This is an optimization exercise on Yosys and OpenROAD, whose aim is small area, a short achievable clock period and few clock cycles per item, not a production implementation.

## main
## polinomio
module polinomio(clk, inicio, reset, a, b, c, x, saida, pronto, livre);
clock: 9.0 ns
lec_check: 0
cap_margin: 20
core_margin: 2
core_utilization: 40
setup_slack_margin: 3.2
slew_margin: 20
synth_hierarchical: 1
standard.sh (not shown) runs the stock make flow with config.mk's settings and CLKGATE_MAP_FILE= SYNTH_SCRIPT=/design/flow/synth_recipe.tcl, a recipe that flattens the netlist after the stock synthesis.
==> flow/flow/run.sh <==
#!/bin/bash
# Standard ORFS layout with two changes: the port buffers are
# sky130_fd_sc_hd__buf_1, and after the floorplan every combinational cell is
# set to its smallest drive strength (downsize.tcl), so that the later timing
# repair only upsizes the cells that need it.
set -euo pipefail
export BUFFER_PORTS_ARGS="-buffer_cell sky130_fd_sc_hd__buf_1"
bash standard.sh floorplan > floorplan.log 2>&1
R=orfs/results/$FLOW_PLATFORM/polinomio/base
openroad -no_init -exit flow/downsize.tcl > downsize.log 2>&1
bash standard.sh finish > finish.log 2>&1
==> flow/flow/downsize.tcl <==
# Set each combinational cell of the floorplan to the smallest drive strength
# of its function (same name with _1, or _0 where that exists).
set r orfs/results/$::env(FLOW_PLATFORM)/polinomio/base
foreach lib [glob $::env(FLOW_HOME)/platforms/$::env(FLOW_PLATFORM)/lib/*tt*.lib] { read_liberty $lib }
read_db $r/2_floorplan.odb
set n 0
foreach inst [[ord::get_db_block] getInsts] {
  set m [[$inst getMaster] getName]
  if {![regexp {^(sky130_fd_sc_hd__)(mux2i?|a\w+|o\w+|nand\w*|nor\w*|and\w*|or\w*|xor\w*|xnor\w*|inv|ha|fa)_(\d+)$} $m -> pre fn sz]} { continue }
  if {$sz <= 1} { continue }
  foreach s {1} {
    set cand ${pre}${fn}_$s
    if {[[ord::get_db] findMaster $cand] ne "NULL"} {
      if {[catch {replace_cell [$inst getName] $cand} err]} { puts "skip [$inst getName]: $err" } else { incr n; puts "[$inst getName] $m -> $cand" }
      break
    }
  }
}
puts "downsized $n cells"
write_db $r/2_floorplan.odb
### main -> the feature branch
--- a/flow/design.v
+++ b/flow/design.v
@@ -450,69 +450,61 @@
     ao21_cell a380(g[4], p[4], G379, G380);
     wire G381;
     ao21_cell a381(g[5], p[5], G380, G381);
     wire G382;
     ao21_cell a382(g[6], p[6], G381, G382);
     wire G383;
     ao21_cell a383(g[7], p[7], G382, G383);
     wire G384;
     ao21_cell a384(g[8], p[8], G383, G384);
     wire G385;
     ao21_cell a385(g[9], p[9], G384, G385);
     wire G386;
+    ao21_cell a386(g[10], p[10], G385, G386);
     wire G387;
-    ao21_cell a387(g[10], p[10], g[9], G387);
-    wire P388;
-    and2_cell n388(p[10], p[9], P388);
-    ao21_cell a386(G387, P388, G384, G386);
+    ao21_cell a387(g[11], p[11], G386, G387);
+    wire G388;
     wire G389;
-    ao21_cell a389(g[11], p[11], G386, G389);
-    wire G390;
+    ao21_cell a389(g[12], p[12], g[11], G389);
+    wire P390;
+    and2_cell n390(p[12], p[11], P390);
+    ao21_cell a388(G389, P390, G386, G388);
     wire G391;
-    ao21_cell a391(g[12], p[12], g[11], G391);
-    wire P392;
-    and2_cell n392(p[12], p[11], P392);
-    ao21_cell a390(G391, P392, G386, G390);
-    wire G393;
+    wire G392;
+    ao21_cell a392(g[13], p[13], g[12], G392);
+    wire P393;
+    and2_cell n393(p[13], p[12], P393);
+    ao21_cell a391(G392, P393, G387, G391);
     wire G394;
-    ao21_cell a394(g[13], p[13], G391, G394);
-    wire P395;
-    and2_cell n395(p[13], P392, P395);
-    ao21_cell a393(G394, P395, G386, G393);
-    wire G396;
-    wire G397;
-    wire G398;
-    ao21_cell a398(g[14], p[14], g[13], G398);
-    wire P399;
-    and2_cell n399(p[14], p[13], P399);
-    ao21_cell a397(G398, P399, G391, G397);
-    wire P400;
-    and2_cell n400(P399, P392, P400);
-    ao21_cell a396(G397, P400, G386, G396);
+    wire G395;
+    ao21_cell a395(g[14], p[14], g[13], G395);
+    wire P396;
+    and2_cell n396(p[14], p[13], P396);
+    ao21_cell a394(G395, P396, G388, G394);
     assign y[0] = p[0];
     xor_cell sn1(p[1], g[0], y[1]);
     xor_cell sn2(p[2], G377, y[2]);
     xor_cell sn3(p[3], G378, y[3]);
     xor_cell sn4(p[4], G379, y[4]);
     xor_cell sn5(p[5], G380, y[5]);
     xor_cell sn6(p[6], G381, y[6]);
     xor_cell sn7(p[7], G382, y[7]);
     xor_cell sn8(p[8], G383, y[8]);
     xor_cell sn9(p[9], G384, y[9]);
     xor_cell sn10(p[10], G385, y[10]);
     xor_cell sn11(p[11], G386, y[11]);
-    xor_cell sn12(p[12], G389, y[12]);
-    xor_cell sn13(p[13], G390, y[13]);
-    xor_cell sn14(p[14], G393, y[14]);
-    xor_cell sn15(p[15], G396, y[15]);
+    xor_cell sn12(p[12], G387, y[12]);
+    xor_cell sn13(p[13], G388, y[13]);
+    xor_cell sn14(p[14], G391, y[14]);
+    xor_cell sn15(p[15], G394, y[15]);
 endmodule
 module fa_cell(a, b, c, s, co);
     input a, b, c;
     output s, co;
     assign s = a ^ b ^ c;
     assign co = (a & b) | (a & c) | (b & c);
 endmodule
 module xnor_cell(a, b, y);
     input a, b;
     output y;
     assign y = ~(a ^ b);
 endmodule
Findings:
- The feature branch reached the end of the flow, and the finished layout is clean on the timing, design-rule and antenna checks.
- Compared to main, the routing of the feature branch uses less wire.
- The feature branch vs. main: synthesized cell count has decreased, register-to-register slack went up by 0.02 ns.
- The sequential share of layout area of main and that of the feature branch are within noise of each other.
- The feature branch against main: slack of the critical path went up; mean post-synth cell area went up.
Function was not checked in any run of this note: the RTL went through the layout flow alone.

## what the ideal ports hide
The flow's constraints put no driver on any port. The routed layouts listed below were extracted and timed again, unchanged, in two steps. Step 1 sets driving cells, clkbuf_16 on the clock port and buf_2 on the other inputs (assumed; they add their load-dependent delay and slew). Step 2 moves the port delays by t, midway between the first and last clock arrival at a register: inputs arrive t later, outputs are due t later. That takes back most of the time a late clock gives input paths. a / b / c = ideal ports / drivers / drivers and shift; a / b = the first two.
run	t (ns)	setup slack, ns	hold WS [ns]	worst setup path at the end	latest minus earliest clock arrival (ns)
main	0.296	3.296 / 3.309 / 3.013	0.510 / 0.510 / 0.510	input to register	0.003 / 0.002
the feature branch	0.288	3.302 / 3.308 / 3.019	0.512 / 0.512 / 0.512	input to register	0.003 / 0.003
After both steps setup and hold are still met in every run listed.
